Background: an optimization exercise with open tools, aiming at small area. Do not read the settings as production practice. The RTL was checked by simulation tests, not by an equivalence proof against the original design. No activity file was given, so power comes from the tool's default toggle rates.

File: flow/design.v
`timescale 1ns/1ps
module vga_pic(e, lo, seg, a, b, e_n, lo_n, seg_n, a_n, b_n, hsync, vsync, pix);
  input e;
  wire e;
  input [5:0] lo;
  wire [5:0] lo;
  input [3:0] seg;
  wire [3:0] seg;
  input [7:0] a;
  wire [7:0] a;
  input [1:0] b;
  wire [1:0] b;
  output e_n;
  wire e_n;
  output [5:0] lo_n;
  wire [5:0] lo_n;
  output [3:0] seg_n;
  wire [3:0] seg_n;
  output [7:0] a_n;
  wire [7:0] a_n;
  output [1:0] b_n;
  wire [1:0] b_n;
  output hsync;
  wire hsync;
  output vsync;
  wire vsync;
  output pix;
  wire pix;
  wire _000_;
  wire _001_;
  wire _002_;
  wire _003_;
  wire _004_;
  wire _005_;
  wire _006_;
  wire _007_;
  wire _008_;
  wire _009_;
  wire _010_;
  wire _011_;
  wire _012_;
  wire _013_;
  wire _014_;
  wire _015_;
  wire _016_;
  wire _017_;
  wire _018_;
  wire _019_;
  wire _020_;
  wire _021_;
  wire _022_;
  wire _023_;
  wire _024_;
  wire _025_;
  wire _026_;
  wire _027_;
  wire _028_;
  wire _029_;
  wire _030_;
  wire _031_;
  wire _032_;
  wire _033_;
  wire _034_;
  wire _035_;
  wire _036_;
  wire _037_;
  wire _038_;
  wire _039_;
  wire _040_;
  wire _041_;
  wire _042_;
  wire _043_;
  wire _044_;
  wire _045_;
  wire _046_;
  wire _047_;
  wire _048_;
  wire _049_;
  wire _050_;
  wire _051_;
  wire _052_;
  wire _053_;
  wire _054_;
  wire _055_;
  wire _056_;
  wire _057_;
  wire _058_;
  wire _059_;
  wire _060_;
  wire _061_;
  wire _062_;
  wire _063_;
  wire _064_;
  wire _065_;
  wire _066_;
  wire _067_;
  wire _068_;
  wire _069_;
  wire _070_;
  wire _071_;
  wire _072_;
  wire _073_;
  wire _074_;
  wire _075_;
  wire _076_;
  wire _077_;
  wire _078_;
  wire _079_;
  wire _080_;
  wire _081_;
  wire _082_;
  wire _083_;
  wire _084_;
  wire _085_;
  wire _086_;
  wire _087_;
  wire _088_;
  wire _089_;
  wire _090_;
  wire _091_;
  wire _092_;
  wire _093_;
  wire _094_;
  wire _095_;
  wire _096_;
  wire _097_;
  wire _098_;
  wire _099_;
  wire _100_;
  wire _101_;
  wire _102_;
  wire _103_;
  wire _104_;
  wire _105_;
  wire _106_;
  wire _107_;
  wire _108_;
  wire _109_;
  wire _110_;
  wire _111_;
  wire _112_;
  wire _113_;
  wire _114_;
  wire _115_;
  wire _116_;
  wire _117_;
  wire _118_;
  wire _119_;
  wire _120_;
  wire _121_;
  wire _122_;
  wire _123_;
  wire _124_;
  wire _125_;
  wire _126_;
  wire _127_;
  wire _128_;
  wire _129_;
  wire _130_;
  wire _131_;
  wire _132_;
  wire _133_;
  wire _134_;
  wire _135_;
  wire _136_;
  wire _137_;
  wire _138_;
  wire _139_;
  wire _140_;
  wire _141_;
  wire _142_;
  wire _143_;
  wire _144_;
  wire _145_;
  wire _146_;
  wire _147_;
  wire _148_;
  wire _149_;
  wire _150_;
  wire _151_;
  wire _152_;
  wire _153_;
  wire _154_;
  wire _155_;
  wire _156_;
  wire _157_;
  wire _158_;
  wire _159_;
  wire b2;
  wire [6:0] lo_i;
  wire right;
  wire [4:0] seg_i;
  assign _116_ = ~(a[0] & a[1]);
  assign _117_ = lo[5] & lo[4];
  assign _118_ = ~seg[0];
  assign _119_ = _117_ & ~(_118_);
  assign _120_ = lo[1] & lo[2];
  assign _121_ = lo[0] & e;
  assign _122_ = _120_ & _121_;
  assign _123_ = ~lo[3];
  assign _124_ = _122_ & ~(_123_);
  assign _125_ = ~(_119_ & _124_);
  assign _126_ = ~(seg[2] & seg[3]);
  assign _127_ = ~seg[1];
  assign _128_ = _126_ | _127_;
  assign _129_ = ~(_125_ | _128_);
  assign _130_ = ~(_129_ & b[1]);
  assign _131_ = ~(_116_ | _130_);
  assign _132_ = a[3] & a[4];
  assign _133_ = ~(_132_ & a[2]);
  assign _134_ = _131_ & ~(_133_);
  assign _135_ = _134_ & a[5];
  assign _136_ = ~(a[6] & a[0]);
  assign _137_ = ~a[7];
  assign _138_ = _136_ | _137_;
  assign _139_ = a[1] | ~(a[5]);
  assign _140_ = ~(_138_ | _139_);
  assign _141_ = ~a[2];
  assign _142_ = a[3] | a[4];
  assign _143_ = _141_ & ~(_142_);
  assign _144_ = ~(_140_ & _143_);
  assign _145_ = ~(b[0] | b[1]);
  assign _146_ = ~(_145_ & _129_);
  assign _147_ = ~(_144_ | _146_);
  assign _148_ = ~(_147_ | _135_);
  assign a_n[6] = a[6] ? _148_ : _135_;
  assign a_n[5] = _134_ ^ a[5];
  assign _149_ = a[2] & a[3];
  assign _150_ = ~(_149_ & _131_);
  assign _151_ = ~a[4];
  assign _152_ = _151_ & ~(_147_);
  assign a_n[4] = ~((_150_ & _152_) | _134_);
  assign _153_ = ~((_131_ & a[2]) | a[3]);
  assign a_n[3] = _150_ & ~(_153_);
  assign a_n[2] = _131_ ^ a[2];
  assign _154_ = ~a[0];
  assign _155_ = _130_ | _154_;
  assign _156_ = _147_ | ~(_155_);
  assign a_n[1] = a[1] ? _155_ : _156_;
  assign a_n[0] = ~((_130_ & _154_) | _156_);
  assign b_n[0] = _129_ ? _145_ : b[0];
  assign _157_ = seg[1] & ~(_125_);
  assign seg_n[2] = _157_ ^ seg[2];
  assign _158_ = ~(_157_ & seg[2]);
  assign _159_ = ~seg[3];
  assign seg_n[3] = ~((_158_ & _159_) | _129_);
  assign _000_ = ~_117_;
  assign _001_ = _124_ & ~(_000_);
  assign seg_n[0] = _001_ ^ seg[0];
  assign _002_ = ~(lo[4] & lo[3]);
  assign _003_ = _122_ & ~(_002_);
  assign lo_n[5] = _003_ ^ lo[5];
  assign lo_n[0] = lo[0] ^ e;
  assign _004_ = lo[5] ^ lo[2];
  assign _005_ = lo[5] ^ lo[3];
  assign _006_ = ~((_004_ | _141_) & _005_);
  assign _007_ = ~(b[0] & b[1]);
  assign _008_ = _007_ & ~(seg[0]);
  assign _009_ = ~(_008_ & _151_);
  assign _010_ = ~(_004_ | _005_);
  assign _011_ = lo[3] & ~(lo[0]);
  assign _012_ = _010_ & ~(_011_);
  assign _013_ = ~(_009_ | _012_);
  assign _014_ = ~((_006_ | a[3]) & _013_);
  assign _015_ = a[2] ^ lo[2];
  assign _016_ = ~lo[1];
  assign _017_ = a[1] ? _016_ : lo[5];
  assign _018_ = ~((_154_ & lo[0]) | lo[5]);
  assign _019_ = lo[1] & ~(a[1]);
  assign _020_ = _018_ & ~(_019_);
  assign _021_ = lo[0] & ~(lo[5]);
  assign _022_ = _021_ | _154_;
  assign _023_ = lo[0] & ~(_022_);
  assign _024_ = a[1] ^ lo[1];
  assign _025_ = ~(_023_ & _024_);
  assign _026_ = ~((_017_ | _020_) & _025_);
  assign _027_ = _015_ ^ _026_;
  assign _028_ = lo[1] | lo[2];
  assign _029_ = _011_ & ~(_028_);
  assign _030_ = _005_ & b[1];
  assign _031_ = _029_ | ~(_030_);
  assign _032_ = ~(a[0] | a[1]);
  assign _033_ = b[1] & ~(b[0]);
  assign _034_ = _116_ | ~(_033_);
  assign _035_ = ~(_034_ & _149_);
  assign _036_ = ~((_032_ & _145_) | _035_);
  assign _037_ = _031_ & ~(_036_);
  assign _038_ = ~lo[0];
  assign _039_ = _154_ ? _038_ : _021_;
  assign _040_ = _024_ ? _023_ : _039_;
  assign _041_ = ~((_037_ & _040_) | (_006_ & a[3]));
  assign _042_ = _027_ & ~(_041_);
  assign _043_ = _014_ | _042_;
  assign _044_ = _149_ | ~(_145_);
  assign _045_ = _040_ & ~(_044_);
  assign _046_ = ~(lo[1] | lo[3]);
  assign _047_ = ~((_046_ | a[1]) & _005_);
  assign _048_ = ~((_045_ & _047_) | _027_);
  assign _049_ = a[4] & ~(_145_);
  assign _050_ = _116_ | ~(_049_);
  assign _051_ = a[2] & ~(_050_);
  assign _052_ = ~((_051_ & _010_) | _132_);
  assign _053_ = _052_ | _118_;
  assign _054_ = lo[5] & lo[3];
  assign _055_ = ~((_054_ & _120_) | _117_);
  assign _056_ = _055_ & ~(seg[1]);
  assign _057_ = ~(lo[5] | lo[2]);
  assign _058_ = ~(lo[5] | lo[4]);
  assign _059_ = ~((_057_ & _046_) | _058_);
  assign _060_ = ~(_056_ & _059_);
  assign _061_ = _053_ & ~(_060_);
  assign _062_ = ~((_043_ | _048_) & _061_);
  assign _063_ = ~(lo[1] & lo[0]);
  assign _064_ = ~lo[2];
  assign _065_ = ~((_063_ & _064_) | _002_);
  assign _066_ = seg[0] & ~(_065_);
  assign _067_ = ~((lo[0] & lo[2]) | lo[4]);
  assign _068_ = _123_ & ~(_120_);
  assign _069_ = ~(_067_ & _068_);
  assign _070_ = _118_ & ~(_132_);
  assign _071_ = _070_ & ~(_036_);
  assign _072_ = ~((_149_ & a[1]) | a[4]);
  assign _073_ = _072_ ? _059_ : _055_;
  assign _074_ = ~((_066_ & _069_) | (_071_ & _073_));
  assign _075_ = _143_ | _127_;
  assign _076_ = _074_ | _075_;
  assign _077_ = ~(_058_ | _117_);
  assign _078_ = ~_010_;
  assign _079_ = _142_ | ~(_032_);
  assign _080_ = _079_ | b[1];
  assign _081_ = ~(_051_ & _008_);
  assign _082_ = ~((_077_ & _078_) | (_080_ & _081_));
  assign _083_ = ~((_081_ | b[1]) & _029_);
  assign _084_ = _082_ & _083_;
  assign _085_ = _033_ | a[2];
  assign _086_ = ~((_085_ | _079_) & (_077_ | _005_));
  assign _087_ = seg[3] & a[7];
  assign _088_ = _087_ & ~(seg[2]);
  assign _089_ = a[6] | a[5];
  assign _090_ = _088_ & ~(_089_);
  assign _091_ = ~(_090_ & _133_);
  assign _092_ = _086_ | _091_;
  assign _093_ = a[3] & ~(_050_);
  assign _094_ = ~(_092_ | _093_);
  assign _095_ = ~((_076_ | _084_) & _094_);
  assign pix = _062_ & ~(_095_);
  assign _096_ = a[2] | ~(a[1]);
  assign _097_ = a[3] | ~(a[5]);
  assign _098_ = _096_ | _097_;
  assign _099_ = _007_ & ~(_098_);
  assign _100_ = a[6] | a[0];
  assign _101_ = _137_ & ~(_100_);
  assign _102_ = ~(_101_ & _049_);
  assign vsync = _099_ & ~(_102_);
  assign _103_ = _068_ | ~(_119_);
  assign _104_ = seg[2] | seg[3];
  assign _105_ = _104_ | _127_;
  assign hsync = _103_ & ~(_105_);
  assign _106_ = a[6] & ~(_148_);
  assign a_n[7] = _106_ ^ a[7];
  assign b_n[1] = _129_ ? b[0] : b[1];
  assign _107_ = _125_ ^ _127_;
  assign seg_n[1] = _107_ | ~(_128_);
  assign _108_ = _124_ ^ lo[4];
  assign _109_ = _001_ & ~(_128_);
  assign lo_n[4] = _108_ | _109_;
  assign _110_ = _109_ & ~(seg[0]);
  assign _111_ = _122_ ^ lo[3];
  assign lo_n[3] = _110_ | _111_;
  assign _112_ = _121_ & ~(_016_);
  assign _113_ = ~_122_;
  assign _114_ = ~((_112_ | lo[2]) & (_001_ | _113_));
  assign lo_n[2] = ~(_114_ | _129_);
  assign _115_ = _121_ ^ lo[1];
  assign lo_n[1] = _115_ | _109_;
  assign e_n = ~e;
  assign right = lo[5];
  assign b2 = b[1];
  assign { seg_i[3:2], seg_i[0] } = { seg_n[3:2], seg_n[0] };
  assign { lo_i[5], lo_i[0] } = { lo_n[5], lo_n[0] };
endmodule
`timescale 1ns/1ps
module vga_colorbar(
    input  wire        sys_clk,
    input  wire        sys_rst_n,
    output wire        hsync,
    output wire        vsync,
    output wire [15:0] rgb
);
reg        e;
reg [5:0]  lo;
reg [3:0]  seg;
reg [7:0]  a;
reg [1:0]  b;
wire       e_n;
wire [5:0] lo_n;
wire [3:0] seg_n;
wire [7:0] a_n;
wire [1:0] b_n;
wire       pix;
vga_pic logic_inst (
    .e(e), .lo(lo), .seg(seg), .a(a), .b(b),
    .e_n(e_n), .lo_n(lo_n), .seg_n(seg_n), .a_n(a_n), .b_n(b_n),
    .hsync(hsync), .vsync(vsync), .pix(pix)
);
always @(posedge sys_clk or negedge sys_rst_n) begin
    if (!sys_rst_n) begin
        e   <= 1'b1;
        lo  <= 6'd18;
        seg <= 4'd2;
        a   <= 8'd50;
        b   <= 2'd1;
    end else begin
        e   <= e_n;
        lo  <= lo_n;
        seg <= seg_n;
        a   <= a_n;
        b   <= b_n;
    end
end
assign rgb = {16{pix}};
endmodule
File: flow/flow/run.sh
#!/bin/bash
# Layout flow: the standard flow (standard.sh), with two changes:
#  - synthesis is the standard flow's own script (synth_recipe.tcl), except that ABC maps
#    the logic with an area-oriented script (area.abc) instead of ORFS's
#    delay-oriented one, and Yosys's half/full-adder extraction is skipped so
#    that ABC sees all the logic; the registers, their names and cell types
#    are those of the standard synthesis;
#  - the port buffers are sky130_fd_sc_hd__buf_1.
# ORFS writes each tool's log under orfs/logs; make's output is in flow_make.log.
set -euo pipefail
W=$(pwd)
export MY_FLOW_DIR="$W/flow"
bash standard.sh "SYNTH_SCRIPT=$W/flow/my_synth.tcl" \
    "BUFFER_PORTS_ARGS=-buffer_cell sky130_fd_sc_hd__buf_1" \
    "CTS_ARGS=-repair_clock_nets -root_buf sky130_fd_sc_hd__clkbuf_16 -buf_list sky130_fd_sc_hd__clkbuf_16" finish > "$W/flow_make.log" 2>&1
File: flow/flow/area.abc
strash
dch -f
amap
topo
File: flow/flow/my_synth.tcl
# The standard flow's synthesis script (synth_recipe.tcl) with two changes: ABC runs
# flow/area.abc (area-oriented mapping) instead of ORFS's script, and
# extract_fa (half/full-adder extraction) is skipped.
proc abc {args} {
  set i [lsearch -exact $args -script]
  if { $i >= 0 } {
    lset args [expr { $i + 1 }] $::env(MY_FLOW_DIR)/area.abc
  }
  puts "abc (area script): $args"
  yosys abc {*}$args
}
proc extract_fa {args} {
  puts "extract_fa skipped"
}
source $::env(MY_FLOW_DIR)/../synth_recipe.tcl
File: flow/standard.sh
#!/bin/bash
# synth_recipe.tcl (not shown) runs the flow's synth.tcl, then flattens the netlist and writes it again
# the make line also repeats each setting of config.mk as NAME=value (left out here)
make -C /OpenROAD-flow-scripts/flow DESIGN_CONFIG=/design/flow/config.mk WORK_HOME=/design/flow/orfs CLKGATE_MAP_FILE= SYNTH_SCRIPT=/design/flow/synth_recipe.tcl "${@:-finish}"
File: flow/config.mk
export PLATFORM = sky130hd
export DESIGN_NAME = vga_colorbar
export DESIGN_NICKNAME = vga_colorbar
export VERILOG_FILES = /design/flow/design.v
export SDC_FILE = /design/flow/constraint.sdc
export NUM_CORES = 4
export LEC_CHECK = 0
export CAP_MARGIN = 20
export CORE_AREA = 2.3 2.72 59.8 59.84
export DIE_AREA = 0 0 62 62
export SLEW_MARGIN = 20
File: flow/constraint.sdc
create_clock -name core_clock -period 20.0 [get_ports {sys_clk}]
set_input_delay 4.0000 -clock core_clock [delete_from_list [all_inputs] [get_ports {sys_clk}]]
set_output_delay 4.0000 -clock core_clock [all_outputs]
set_load 0.01 [all_outputs]
==> results of run 1 <==
[layer usage]
layer  up-vias  share of wire (%)  GRT usage [%]
met5         -                  0              0
met4         0                2.7           9.73
met3         9                6.1           3.52
met2        67                 45           30.1
met1       610                 46           25.9
li1        691                  -              -
[cell usage after synthesis, types with 2 or more instances]
| library cell | n |
|---|---|
| sky130_fd_sc_hd__nand3_1 | 5 |
| sky130_fd_sc_hd__nor4_1 | 3 |
| sky130_fd_sc_hd__o211ai_1 | 2 |
| sky130_fd_sc_hd__nand2_1 | 8 |
| sky130_fd_sc_hd__a21oi_1 | 12 |
| sky130_fd_sc_hd__nor2_1 | 41 |
| sky130_fd_sc_hd__o22ai_1 | 7 |
| sky130_fd_sc_hd__a31oi_1 | 6 |
| sky130_fd_sc_hd__a311oi_1 | 2 |
| sky130_fd_sc_hd__dfstp_2 | 8 |
| sky130_fd_sc_hd__nor3_1 | 9 |
| sky130_fd_sc_hd__dfrtp_1 | 13 |
| sky130_fd_sc_hd__nand4_1 | 5 |
| sky130_fd_sc_hd__o21ai_0 | 16 |
| sky130_fd_sc_hd__buf_4 | 16 |
| sky130_fd_sc_hd__clkinv_1 | 32 |
[path summary, 6_finish.rpt]
check,slack [ps],to,from
worst min register to register,450,e,e
worst min-delay path,450,e,e
max in group asynchronous,16020,a[1],sys_rst_n
worst max register to register,16640,a[7],lo[0]
min in group asynchronous,3710,lo[0],sys_rst_n
worst max-delay path,13180,rgb[1],a[1]
[power groups by stage]
stage / Combinational (uW) / Sequential, uW / Clock (uW)
finish: 0.991 / 42.6 / 42.0
global route: 1.17 / 42.6 / 45.0
CTS: 1.07 / 42.6 / 42.8
detailed placement: 1.07 / 43.3 / 0
global placement: 1.08 / 43.3 / 0
floorplan: 0.000304 / 43.3 / 0
[cell usage in the layout (no fill, tap or decap)]
| master | Yosys | routed |
|---|---|---|
| sky130_fd_sc_hd__o221ai_1 | 1 | 1 |
| sky130_fd_sc_hd__a32oi_1 | 1 | 1 |
| sky130_fd_sc_hd__nor4_1 | 3 | 3 |
| sky130_fd_sc_hd__buf_1 | 0 | 19 |
| sky130_fd_sc_hd__or2_0 | 1 | 1 |
| sky130_fd_sc_hd__o31a_1 | 1 | 1 |
| sky130_fd_sc_hd__o211ai_1 | 2 | 2 |
| sky130_fd_sc_hd__nand4_1 | 5 | 5 |
| sky130_fd_sc_hd__a311oi_1 | 2 | 2 |
| sky130_fd_sc_hd__o2111ai_1 | 1 | 1 |
| sky130_fd_sc_hd__a2111oi_0 | 1 | 1 |
| sky130_fd_sc_hd__inv_1 | 0 | 1 |
| sky130_fd_sc_hd__nor3_2 | 0 | 1 |
| sky130_fd_sc_hd__a21oi_1 | 12 | 12 |
| sky130_fd_sc_hd__o311ai_0 | 1 | 1 |
| sky130_fd_sc_hd__o22ai_1 | 7 | 7 |
| sky130_fd_sc_hd__nand3_1 | 5 | 5 |
| sky130_fd_sc_hd__and3_1 | 1 | 1 |
| sky130_fd_sc_hd__dfrtp_1 | 13 | 13 |
| sky130_fd_sc_hd__clkbuf_16 | 0 | 3 |
| sky130_fd_sc_hd__or3_1 | 1 | 1 |
| sky130_fd_sc_hd__a31oi_1 | 6 | 6 |
| sky130_fd_sc_hd__clkinv_1 | 32 | 32 |
| sky130_fd_sc_hd__o2111a_1 | 1 | 1 |
| sky130_fd_sc_hd__dfstp_2 | 8 | 8 |
| sky130_fd_sc_hd__buf_4 | 16 | 1 |
| sky130_fd_sc_hd__nor2_1 | 41 | 41 |
| sky130_fd_sc_hd__o21ai_0 | 16 | 16 |
| sky130_fd_sc_hd__nand2_1 | 8 | 8 |
| sky130_fd_sc_hd__a211oi_1 | 1 | 1 |
| sky130_fd_sc_hd__nor3_1 | 9 | 8 |
[stage by stage]
stage	util [%]	hold slack, ps	setup slack (ps)	power (uW)
2_1_floorplan	-	425	13380	43.3
3_3_place_gp	43.8	437	13160	44.4
3_5_place_dp	43.8	440	13040	44.3
4_1_cts	46.2	454	12750	86.4
5_1_grt	46.4	476	12660	88.7
6_report	46.4	452	13180	85.6
[state kept, by name (all words and copies together) (netlist names)]
| signal | flops |
|---|---|
| seg | 4 |
| lo | 6 |
| e | 1 |
| a | 8 |
| b | 2 |
[critical path: stages (launching register included)]
cell and delay, ps:
sky130_fd_sc_hd__dfstp_2 630, sky130_fd_sc_hd__clkinv_1 220, sky130_fd_sc_hd__nor2_1 200, sky130_fd_sc_hd__nor2_1 80, sky130_fd_sc_hd__nor3_1 190, sky130_fd_sc_hd__a31oi_1 100, sky130_fd_sc_hd__nor2_1 110, sky130_fd_sc_hd__a21oi_1 50
sky130_fd_sc_hd__o21ai_0 100, sky130_fd_sc_hd__a31oi_1 130, sky130_fd_sc_hd__nor3_2 550, sky130_fd_sc_hd__buf_1 220
[kinds of logic (layout without fill, tap and decap cells)]
group / count (synthesis) / count (layout) / share of synthesized area, %
DFF: 21 / 21 / 37.6
AOI/OAI and AO/OA: 53 / 53 / 22.8
and+or+nand+nor: 74 / 74 / 22.7
buffers and inverters: 48 / 56 / 16.9
[area by class of cell]
class                   instances  area (um2)  share of cell area, %
multi-input cells             127         653                   42.9
flip-flops and latches         21         536                   35.1
inverters                      32         120                   7.88
repair buffers                 20        78.8                   5.17
clock buffers                   3        75.1                   4.93
well taps                      46        57.6                   3.78
clock inverters                 1        3.75                  0.246
==> run notes, run 1 <==
The synthesized design spends more area on one cell type than any other, namely sky130_fd_sc_hd__dfrtp_1. In this run, synthesis inferred 0 flip-flops with an integrated enable. Yosys mapped the design onto 27 distinct sky130hd cell types.

The tools report the detailed placer's ending HPWL as 2590 um. The floorplan step set the die height to 62 um. The share of total power dissipated in combinational logic is 1.2%. For this block, the initial DRC count from the detailed router was 63. The number of hold buffers added after CTS was 0. Detailed routing inserted a total of 1377 vias. The synthesized netlist occupies a cell area of 0.00142 mm2. The type of element capturing the critical path was an output port. The run finished with no timing, DRC or antenna violations. The run gives 207 as the net count of the finished layout.

The fraction of synthesized cell area taken by the top area cell type is 22.8%, and the leakage power total is 0.000546 uW. Warning count from the yosys run: 1. For the finished layout, the period the worst path requires is 6820 ps. Along the worst path, the maximum fanout reaches 16. For the worst setup path, the data arrival time is 2820 ps.

The starting utilization of the core area came out at 43.4%. The critical path startpoint category is a flip-flop. In this run the tightest slew margin relative to its limit is 52.8%.

Using the TritonRoute via totals, the vias-per-cell ratio works out to 5.51. Slew at the pin closest to its max-slew limit: 705 ps. The final-report setup violation count is 0, and the net count of the mapped netlist is 198. The number of cells on the worst hold path came out at 1.

Once detail routing completed, the nets flagged for antenna violations numbered 0. The logs give 27.7 uV for the largest voltage drop on the vdd net and 0.147 GHz for the peak clock frequency supported by timing. The signed area change from the synthesized netlist to the final layout works out to 7.03%.

Final routed DRC violation total: 0. The worst setup path is of the reg2out kind. For the synthesized instance count, the log shows 196.

In this run, placement finished with an instance count of 246. The clock net in this run drives a total of 21 sinks. The first global-routing pass estimated 5380 um of wire.

The portion of the post-synthesis area used by sequential elements was 37.6%. The number of cell rows was 21. The deepest clock path buffer count is 2.

Summing all placed instances gives a cell area of 0.00144 mm2. The final instance count without filler cells was 250; the final setup TNS was 0 ps. The initial antenna violation count came out at 0. After synthesis, the share of flip-flops with an asynchronous set or reset is 100%.

The later pin in the worst-skew pair is clocked with a latency of 250 ps. Synthesis inferred 21 register bits. The CTS clock-pin slew for the worst setup and hold paths works out to 60 ps. The logs give 1198 for the via count of the first global-routing pass and 0.00328 mm2 for the area of the core region.

Per report_power, the clock group accounts for 49.1% of the total. The first detailed-routing pass ran for 4 iterations. Per report_power, the sequential group accounts for 49.8% of the total. The total of buffers placed on input and output ports is 19, and the total wire length is 3360 um. Counting the fill cells in the layout gives 335. Final clock period utilization by the worst path: 34.1%. Max-cap violations in this run came to 0. The path class of the tightest hold or removal check is reg2reg.

After routing the design area is 0.00152 mm2. After clock tree synthesis, the repair step resized 0 gates. The power spent charging and discharging nets is 16.2 uW.

Among all flip-flop cells after synthesis, the most frequent one is sky130_fd_sc_hd__dfrtp_1. In the global route stage, overall resource usage came out at 19.4%. The width of the die is 62 um. The tree is rooted in a sky130_fd_sc_hd__clkbuf_16. The final max-slew violation count is 0, and the count of antenna diodes in the layout is 0. In this run switching power makes up 18.9% of total power. The average instance area after synthesis is 7.26 um2, and the boundary pin count is 20. Summed over all layers, the global routing overflow is 0. The average wire per standard cell was 13.4 um. The run gives 1 as the H-tree depth. Setup repair after global routing left no endpoint under its margin.

The tools report the number of CTS-inserted buffers as 3. The pin count of the biggest net entering global routing was 22; the required time reported for the critical path endpoint was 16000 ps. For the final database, setup skew stands at 1.21 ps. The floorplan step defined a die boundary enclosing 0.00384 mm2.

After synthesis, the cell types taking the most area are sky130_fd_sc_hd__dfrtp_1 23%, sky130_fd_sc_hd__dfstp_2 15%, sky130_fd_sc_hd__nor2_1 11%. TritonCTS built the clock tree. For the final hold violation count, the log shows 0. The internal portion of the total power is 69.4 uW. The post-route netlist has 6.37% of its cells at a drive strength greater than 1. After clock tree synthesis, the setup repair step added 0 buffers. Counting cells, the worst reg-to-reg path comes to 16.

The power per cell area was 56.2 mW/mm2. At the end of routability-driven placement, the weighted congestion stood at 0.966.
==> run 2: changes to the inputs <==
--- a/flow/flow/run.sh
+++ b/flow/flow/run.sh
@@ -11,5 +11,4 @@
 W=$(pwd)
 export MY_FLOW_DIR="$W/flow"
 bash standard.sh "SYNTH_SCRIPT=$W/flow/my_synth.tcl" \
-    "BUFFER_PORTS_ARGS=-buffer_cell sky130_fd_sc_hd__buf_1" \
-    "CTS_ARGS=-repair_clock_nets -root_buf sky130_fd_sc_hd__clkbuf_16 -buf_list sky130_fd_sc_hd__clkbuf_16" finish > "$W/flow_make.log" 2>&1
+    "BUFFER_PORTS_ARGS=-buffer_cell sky130_fd_sc_hd__buf_1" finish > "$W/flow_make.log" 2>&1
==> run 2 against run 1 <==
First-iteration DRC count rose by 37%; worst setup slack got worse by 53 ps; synthesized cell count unchanged; via count fell by 1.6%; final cell count unchanged; synthesized area is the same; wire length is 1.8% lower; combinational power fell by 1%; still clean; sequential share of layout area grew 1.3 points; fmax down 0.77%; highest routed layer unchanged; register-to-register slack got worse by 30 ps.
==> run notes, run 2 <==
Area of the core region: 0.00328 mm2 (unchanged). The logs give 0 (unchanged) for the final max-slew violation count and 0.00384 mm2 (unchanged) for the die area. The logs give 1 (unchanged) for the warning count from the yosys run and 5250 um (-2.5%) for the wire length of the first global-routing pass. The flip-flop and latch count after synthesis is 21 (unchanged).

The logs give 0 (unchanged) for the count of antenna diodes in the layout and 0 (unchanged) for the initial antenna violation count. The net count of the finished layout is 207 (unchanged), and the reg-to-reg setup timing slack is 16610 ps (-30 ps). By area, the combinational part of the netlist is dominated by compound AO/OA/AOI/OAI gates. The area share of fa/ha/maj cells after synthesis is 0% (unchanged). The cell area after technology mapping is 0.00142 mm2 (unchanged), and the total of buffers placed on input and output ports is 19 (unchanged). The final RePlAce weighted congestion was 0.966 (unchanged); the cell depth of the worst flop-to-flop path was 16 (unchanged).

Starting utilization of the core area: 43.4% (unchanged). The portion of the post-synthesis area used by sequential elements was 37.6% (unchanged). The fraction of synthesized cell area taken by the top area cell type was 22.8% (unchanged); the arrival time reported for the critical path endpoint was 2880 ps (+60 ps). The detailed placer's ending HPWL came out at 2590 um (unchanged). Cell chosen for the clock root: sky130_fd_sc_hd__clkbuf_4. The synthesized instance count is 196 (unchanged). TritonCTS built the clock tree.

The power per cell area works out to 43.6 mW/mm2 (-22%). The worst hold path terminates at e. The worst setup skew after layout was 3.75 ps (+2.55 ps). The tools report the total via count in the routed design as 1355 (-1.6%).

The run finished with no timing, DRC or antenna violations. The largest registers in the layout are a (8), lo (6), seg (4). The met1 wire length was 1560 um (+1.8%).

The clock latency on the worst-skew pair was 310 ps (+60 ps); the H-tree depth was 1 (unchanged). In the layout the commonest cells are 41 x sky130_fd_sc_hd__nor2_1, 32 x sky130_fd_sc_hd__clkinv_1, 19 x sky130_fd_sc_hd__buf_1. STA classifies the critical path endpoint as an output port.

The critical path is of the reg2out type. Number of nets with antenna violations after detailed routing: 0 (unchanged). Yosys attributes the largest share of cell area to sky130_fd_sc_hd__dfrtp_1 23%, sky130_fd_sc_hd__dfstp_2 15%, sky130_fd_sc_hd__nor2_1 11%.

The path category of the worst min-delay check is reg2reg. Yosys instantiated no cell more often than sky130_fd_sc_hd__nor2_1. Startpoint of the most critical register-to-register path: lo[1].

The pin count of the biggest net entering global routing came out at 22 (unchanged). In the synthesized netlist the dominant register cell turns out to be sky130_fd_sc_hd__dfrtp_1. The average instance area after synthesis is 7.26 um2 (unchanged).

Setup repair after global routing left no endpoint under its margin. Flip-flop count of the largest register after layout: 8 (unchanged). Maximum fanout count along the critical path: 16 (unchanged). The number of maximum-capacitance constraint violations is 0 (unchanged), and the final-report setup violation count is 0 (unchanged). The critical path startpoint category was a flip-flop. The run gives 0.145 GHz (-0.77%) as the peak clock frequency supported by timing.

In this run the top signal layer used is met4. The parity-gate share of the synthesized area counting xor and xnor cells is 0% (unchanged), and the fraction of layout instances using a drive strength above 1 is 6.37% (unchanged). The final clock period utilization by the worst path was 34.4% (+0.27 points); the number of DRC violations after detailed-routing iteration 0 was 86 (+37%). The run gives 17.9 uV (-35%) as the largest voltage drop on the vdd net. The boundary pin count came out at 20 (unchanged).

The number of flops mapped to enable cells by yosys was 0 (unchanged); the async set or reset register ratio after synthesis was 100% (unchanged). Compared with the post-synthesis result, the final layout area differs by 3.34%. The CTS clock-pin slew for the worst setup and hold paths was 110 ps (+50 ps).

The final critical-path required period works out to 6880 ps (+53.0 ps). The routed via count divided by cell count works out to 5.42 (-1.6%). For the final setup TNS, the log shows 0 ps (unchanged). The number of filler instances in the final layout came out at 346 (+3.3%).

Counting instances in the post-synthesis netlist gives the leading cell types as 41 x sky130_fd_sc_hd__nor2_1, 32 x sky130_fd_sc_hd__clkinv_1, 16 x sky130_fd_sc_hd__buf_4, 16 x sky130_fd_sc_hd__o21ai_0, 13 x sky130_fd_sc_hd__dfrtp_1. The required time reported for the critical path endpoint is 16000 ps (about the same). For the total met2 wirelength after detailed routing, the log shows 1520 um (-0.46%). The logs give 0 (unchanged) for the final hold violation count and 2 (unchanged) for the deepest clock path buffer count. The fraction of synthesized area in multiplexers came out at 0% (unchanged).

The logs give 0 (unchanged) for the count of buffers added by post-CTS timing repair for setup and 0 (unchanged) for the final routed DRC violation total. The length of the first detailed-routing pass in iterations came out at 4 (unchanged). The clock sink count was 21 (unchanged). The overflow left after global routing was 0 (unchanged).

The number of cell rows is 21 (unchanged). Source of the worst hold timing path: e. In this run the critical register-to-register path is captured at a[7].

The tools report the number of buffers inserted by hold repair at cts as 0 (unchanged). The count of unique library cells instantiated by Yosys is 27 (unchanged), and the number of cells on the worst hold path is 1 (unchanged). The slew at the pin closest to its max-slew limit is 703 ps (-1.75 ps). The total wire length was 3300 um (-1.8%). The run gives 13040 ps (unchanged) as the pre-CTS setup slack.

The post-synthesis simple-gate area fraction came out at 22.7% (unchanged). For the total track usage, the log shows 18.8% (-0.56 points). The leakage power total is 0.000519 uW (-5.0%), and the number of CTS-inserted buffers is 3 (unchanged). The average wire per standard cell is 13.2 um (-1.8%), and the overall die height is 62 um (unchanged). The via count of the first global-routing pass was 1168 (-2.5%); the flip-flop and latch area was 536 um2 (unchanged). Dominant cell type by area after synthesis: sky130_fd_sc_hd__dfrtp_1. The final worst slack is 13120 ps (-53.0 ps), and the count of cells resized by post-cts repair is 0 (unchanged). The library cell used most frequently in the layout, excluding fill and tap cells, is sky130_fd_sc_hd__nor2_1.

The register with the most flip-flops in the final layout is a. The multi-input combinational cell area is 653 um2 (unchanged), and the net count of the mapped netlist is 198 (unchanged). For the met3 routed wirelength, the log shows 149 um (-28%). The width of the die is 62 um (unchanged), and the compound-cell area share of the yosys netlist is 22.8% (unchanged). For the worst slew margin relative to its limit, the log shows 52.9% (+0.12 points).
-- run 2: cell counts after synthesis --
No cell type changed its count.
-- run 2: layer usage --
| metal | track usage [%] | vias up |
|---|---|---|
| li1 | - | 694 |
| met1 | 25.5 | 609 |
| met2 | 29.8 | 45 |
| met3 | 2.90 | 7 |
| met4 | 8.21 | 0 |
| met5 | 0 | - |
-- run 2: how the worst max path moves through the flow --
stage	startpoint	end	cells past startpoint
floorplan	a[1]	rgb[0]	10
global placement	a[1]	rgb[4]	10
detailed placement	a[1]	rgb[1]	10
CTS	a[1]	rgb[1]	10
global route	a[1]	rgb[5]	11
finish	a[1]	rgb[1]	11
-- run 2: logic make-up (layout without fill, tap and decap cells) --
logic type	Yosys count	count (layout)
buf+inv	48	56
compound gates	53	53
flops	21	21
simple gates	74	74
-- run 2: worst max-delay path, stage by stage (launching register included) --
cell	delay [ps]
sky130_fd_sc_hd__dfstp_2	640
sky130_fd_sc_hd__clkinv_1	210
sky130_fd_sc_hd__nor2_1	200
sky130_fd_sc_hd__nor2_1	80
sky130_fd_sc_hd__nor3_1	190
sky130_fd_sc_hd__a31oi_1	90
sky130_fd_sc_hd__nor2_1	110
sky130_fd_sc_hd__a21oi_1	50
sky130_fd_sc_hd__o21ai_0	100
sky130_fd_sc_hd__a31oi_1	130
sky130_fd_sc_hd__nor3_2	550
sky130_fd_sc_hd__buf_1	220
-- run 2: layout make-up --
type	instances	share of cell area (%)
clock buffers	4	1.79
inverters	32	8.16
multi-input cells	127	44.4
well taps	46	3.91
repair buffers	20	5.36
flip-flops and latches	21	36.4
-- run 2: power by group --
part | total, uW | internal (uW) | leakage [uW] | switching [uW]
clock network | 20.6 | 7.79 | 0.0000150 | 12.8
registers | 42.5 | 42.5 | 0.000260 | 0
logic | 0.979 | 0.175 | 0.000244 | 0.804
-- run 2: per-stage QoR --
stage	cells	hold slack [ps]	power [uW]	instance area, um2	util [%]
global placement	246	437	44.4	1440	43.8
detailed placement	246	440	44.3	1440	43.8
CTS	250	470	65.8	1470	44.6
floorplan	196	425	43.3	1420	-
global route	250	493	67.2	1470	44.8
finish	250	465	64.1	1470	44.8
==> run 3: changes to the inputs <==
--- a/flow/flow/run.sh
+++ b/flow/flow/run.sh
@@ -11,4 +11,5 @@
 W=$(pwd)
 export MY_FLOW_DIR="$W/flow"
 bash standard.sh "SYNTH_SCRIPT=$W/flow/my_synth.tcl" \
-    "BUFFER_PORTS_ARGS=-buffer_cell sky130_fd_sc_hd__buf_1" finish > "$W/flow_make.log" 2>&1
+    "BUFFER_PORTS_ARGS=-buffer_cell sky130_fd_sc_hd__buf_1" \
+    "CTS_ARGS=-repair_clock_nets -root_buf sky130_fd_sc_hd__clkbuf_8 -buf_list sky130_fd_sc_hd__clkbuf_8 -sink_clustering_enable -sink_clustering_size 25 -sink_clustering_max_diameter 200 -sink_clustering_levels 1" finish > "$W/flow_make.log" 2>&1
==> run 3 against run 2 <==
Sequential cell count did not move; sequential power is essentially flat; total power increased by 11%; non-clock buffer count is the same; clock power rose by 33%; combinational power about the same; sequential share of layout area fell by 0.46 points; die area unchanged; wire length increased by 0.64%; first-iteration DRC count increased by 9.3%; core utilization grew 0.57 points.
==> run notes, run 3 <==
The flow ran to the end and the layout has no timing, DRC or antenna violations. The worst slew margin relative to its limit came out at 52.9% (unchanged). Critical path startpoint category: a flip-flop.

The maximum fanout count along the critical path was 16 (unchanged); the leakage power total was 0.000531 uW (+2.3%). The tools report the overflow left after global routing as 0 (unchanged). The run gives 94 (+9.3%) as the number of DRC violations after detailed-routing iteration 0. The cell area after technology mapping is 0.00142 mm2 (unchanged), and the signed area change from the synthesized netlist to the final layout is 4.66%. The logs give 56.4 uW (+12%) for the cell internal power dissipation and 0 ps (unchanged) for the final setup TNS. The run gives 20 (unchanged) as the boundary pin count. Type of element capturing the critical path: an output port.

The share of total power in combinational logic is 1.4% (about the same). In the synthesized netlist, the cells that appear most often are 41 x sky130_fd_sc_hd__nor2_1, 32 x sky130_fd_sc_hd__clkinv_1, 16 x sky130_fd_sc_hd__buf_4, 16 x sky130_fd_sc_hd__o21ai_0, 13 x sky130_fd_sc_hd__dfrtp_1. H-tree depth: 1 (unchanged). Primary flip-flop cell chosen by synthesis mapping: sky130_fd_sc_hd__dfrtp_1. The starting utilization of the core area was 43.4% (unchanged). The path class of the tightest hold or removal check is reg2reg. The run gives 0.00328 mm2 (unchanged) as the area of the core region. The net count of the finished layout came out at 207 (unchanged). The net switching fraction of the power came out at 20.6% (-0.67 points).

The deepest clock path buffer count was 2 (unchanged). For the final hold violation count, the log shows 0 (unchanged). Leaving out fill and tap cells, the most frequent cell in the layout is sky130_fd_sc_hd__nor2_1. The clock latency on the worst-skew pair was 260 ps (-50 ps); the final critical-path required period was 6830 ps (-48.5 ps). The number of filler instances in the final layout is 344 (-0.58%). The detailed placer's ending HPWL was 2590 um (unchanged). The total power was 71.0 uW (+11%); the worst setup skew after layout was 1.31 ps (-2.44 ps).

The flip-flop count of the largest register after layout was 8 (unchanged); the count of cells resized by post-cts repair was 0 (unchanged). The count of unique library cells instantiated by Yosys is 27 (unchanged), and the count of antenna diodes in the layout is 0 (unchanged). For the initial antenna violation count, the log shows 0 (unchanged).

The logs give 0 (unchanged) for the count of buffers added by post-CTS timing repair for setup and 59.9% (-6.5 points) for the fraction of power consumed by sequential logic. The final clock period utilization by the worst path came out at 34.1% (-0.24 points). The multi-input combinational cell area came out at 653 um2 (unchanged).

For the arrival time reported for the critical path endpoint, the log shows 2830 ps (-50 ps). The number of CTS-inserted buffers came out at 3 (unchanged). The width of the die was 62 um (unchanged); the routed via count divided by cell count was 5.48 (+1.0%).

The total wire length was 3320 um (+0.64%); the wire length of the first global-routing pass was 5270 um (+0.40%). The total of buffers placed on input and output ports was 19 (unchanged); the flip-flop and latch count after synthesis was 21 (unchanged). The logs give 0.966 (unchanged) for the final RePlAce weighted congestion and 23.3 uV (+30%) for the largest voltage drop on the vdd net.

The slew at the pin closest to its max-slew limit is 703 ps (unchanged). The largest register by flop count is a. For the final routed DRC violation total, the log shows 0 (unchanged). The dominant cell type by area after synthesis was sky130_fd_sc_hd__dfrtp_1. The tools report the number of buffers inserted by hold repair at cts as 0 (unchanged). The tools report the final max-slew violation count as 0 (unchanged).

The peak clock frequency supported by timing was 0.146 GHz (+0.71%). The number of maximum-capacitance constraint violations is 0 (unchanged). The part of the power in the clock network is 38.7% (+6.6 points). The average instance area after synthesis was 7.26 um2 (unchanged); the portion of the post-synthesis area used by sequential elements was 37.6% (unchanged).

The most common cell in the synthesized netlist is sky130_fd_sc_hd__nor2_1. Power per cell area: 47.6 mW/mm2 (+9.3%). Fraction of synthesized cell area taken by the top area cell type: 22.8% (unchanged). The tools report the net count of the mapped netlist as 198 (unchanged). In the layout the commonest cells are 41 x sky130_fd_sc_hd__nor2_1, 32 x sky130_fd_sc_hd__clkinv_1, 19 x sky130_fd_sc_hd__buf_1. The tools report the synthesized instance count as 196 (unchanged). The largest registers in the layout are a (8), lo (6), seg (4).

Overall die height: 62 um (unchanged). The via count of the first global-routing pass was 1173 (+0.43%); the fraction of layout instances using a drive strength above 1 was 6.37% (unchanged). The number of cell rows came out at 21 (unchanged).

The number of flops mapped to enable cells by yosys was 0 (unchanged). The average wire per standard cell is 13.3 um (+0.64%). TritonCTS built the clock tree.

The run gives 14.6 uW (+7.2%) as the power spent charging and discharging nets. The tools report the warning count from the yosys run as 1 (unchanged). The cell chosen for the clock root was sky130_fd_sc_hd__clkbuf_8. Required time reported for the critical path endpoint: 16000 ps (about the same).

Async set or reset register ratio after synthesis: 100% (unchanged). The total via count in the routed design is 1369 (+1.0%), and the total track usage is 18.9% (+0.086 points). The pin count of the biggest net entering global routing is 22 (unchanged). The logs give 0.00384 mm2 (unchanged) for the die area and 4 (unchanged) for the length of the first detailed-routing pass in iterations. In the post-synthesis netlist, the biggest area contributors are sky130_fd_sc_hd__dfrtp_1 23%, sky130_fd_sc_hd__dfstp_2 15%, sky130_fd_sc_hd__nor2_1 11%.

CTS clock-pin slew for the worst setup and hold paths: 70 ps (-40 ps). The clock sink count is 21 (unchanged). Setup repair after global routing left no endpoint under its margin. The final-report setup violation count is 0 (unchanged). The number of nets with antenna violations after detailed routing was 0 (unchanged); the flip-flop and latch area was 536 um2 (unchanged). The worst setup path is of the reg2out kind.
run 3: cell counts after synthesis:
No cell type changed its count.
run 3: metal layers:
metal | vias to the layer above | routed length (um) | track usage, %
li1 | 691 | - | -
met1 | 617 | 1570 | 25.6
met2 | 54 | 1550 | 29.9
met3 | 7 | 153 | 2.90
met4 | 0 | 51 | 8.21
met5 | - | 0 | 0
run 3: logic make-up after synthesis:
group	after synthesis	share of synthesized area (%)
AO/OA/AOI/OAI	53	22.8
flip-flops	21	37.6
AND/OR/NAND/NOR	74	22.7
buffers and inverters	48	16.9
run 3: worst paths after layout:
kind / startpoint / endpoint / slack, ps / cells after the start
max: a[1] / rgb[1] / 13170 / 11
min: e / e / 460 / 1
max reg2reg: lo[0] / a[7] / 16640 / 16
min reg2reg: e / e / 460 / 1
max in group asynchronous: sys_rst_n / a[1] / 16030 / 2
min in group asynchronous: sys_rst_n / lo[0] / 3690 / 2
run 3: area by class of cell:
type / count / share of cell area [%]
clock inverters: 1 / 0.252
well taps: 46 / 3.86
clock buffers: 3 / 2.77
flip-flops and latches: 21 / 35.9
inverters: 32 / 8.06
multi-input cells: 127 / 43.8
repair buffers: 20 / 5.29
run 3: power groups by stage:
stage	registers [uW]	logic [uW]	clock network, uW
2_1_floorplan	43.3	0.000304	0
3_5_place_dp	43.3	1.07	0
5_1_grt	42.5	1.17	30.4
6_report	42.5	0.980	27.5
3_3_place_gp	43.3	1.08	0
4_1_cts	42.5	1.07	28.6
run 3: through the flow:
step | util (%) | setup slack, ps | area (um2) | hold slack (ps) | cells
after floorplan | - | 13380 | 1420 | 425 | 196
after global placement | 43.8 | 13160 | 1440 | 437 | 246
after detailed placement | 43.8 | 13040 | 1440 | 440 | 246
after CTS | 45.2 | 12740 | 1490 | 460 | 250
after global routing | 45.4 | 12650 | 1490 | 482 | 250
final | 45.4 | 13170 | 1490 | 455 | 250
run 3: critical path, cell delays in order (launching register included):
cell                       delay (ps)
sky130_fd_sc_hd__dfstp_2          630
sky130_fd_sc_hd__clkinv_1         220
sky130_fd_sc_hd__nor2_1           200
sky130_fd_sc_hd__nor2_1            80
sky130_fd_sc_hd__nor3_1           190
sky130_fd_sc_hd__a31oi_1           90
sky130_fd_sc_hd__nor2_1           110
sky130_fd_sc_hd__a21oi_1           50
sky130_fd_sc_hd__o21ai_0          100
sky130_fd_sc_hd__a31oi_1          130
sky130_fd_sc_hd__nor3_2           550
sky130_fd_sc_hd__buf_1            220

-- static timing again, ports no longer ideal --
In the flow no input, the clock included, has a driving cell. The finished layouts below were timed again as built, in two steps. Step 1 (the two cells are an assumption about what drives the block):
set clk [get_ports {sys_clk}]
set_driving_cell -lib_cell sky130_fd_sc_hd__clkbuf_16 $clk
set_driving_cell -lib_cell sky130_fd_sc_hd__buf_2 [delete_from_list [all_inputs] $clk]
Step 2, shift: input delay + t, output delay - t, t = (earliest + latest rising clock arrival at the registers) / 2. This alone moves slack from input paths to output paths. Three values: ideal, step 1, step 2; two values: the first two.
| run | shift t [ns] | setup slack, ns | hold slack, ns | slew at the worst register clock pin (ns) |
|---|---|---|---|---|
| run 1 | 0.283 | 13.177 / 13.145 / 13.429 | 0.452 / 0.452 / 0.452 | 0.06 / 0.06 |
| run 2 | 0.329 | 13.124 / 13.100 / 13.429 | 0.465 / 0.465 / 0.465 | 0.11 / 0.11 |
| run 3 | 0.282 | 13.172 / 13.150 / 13.432 | 0.455 / 0.455 / 0.455 | 0.07 / 0.07 |
After both steps setup and hold are still met in every run listed.
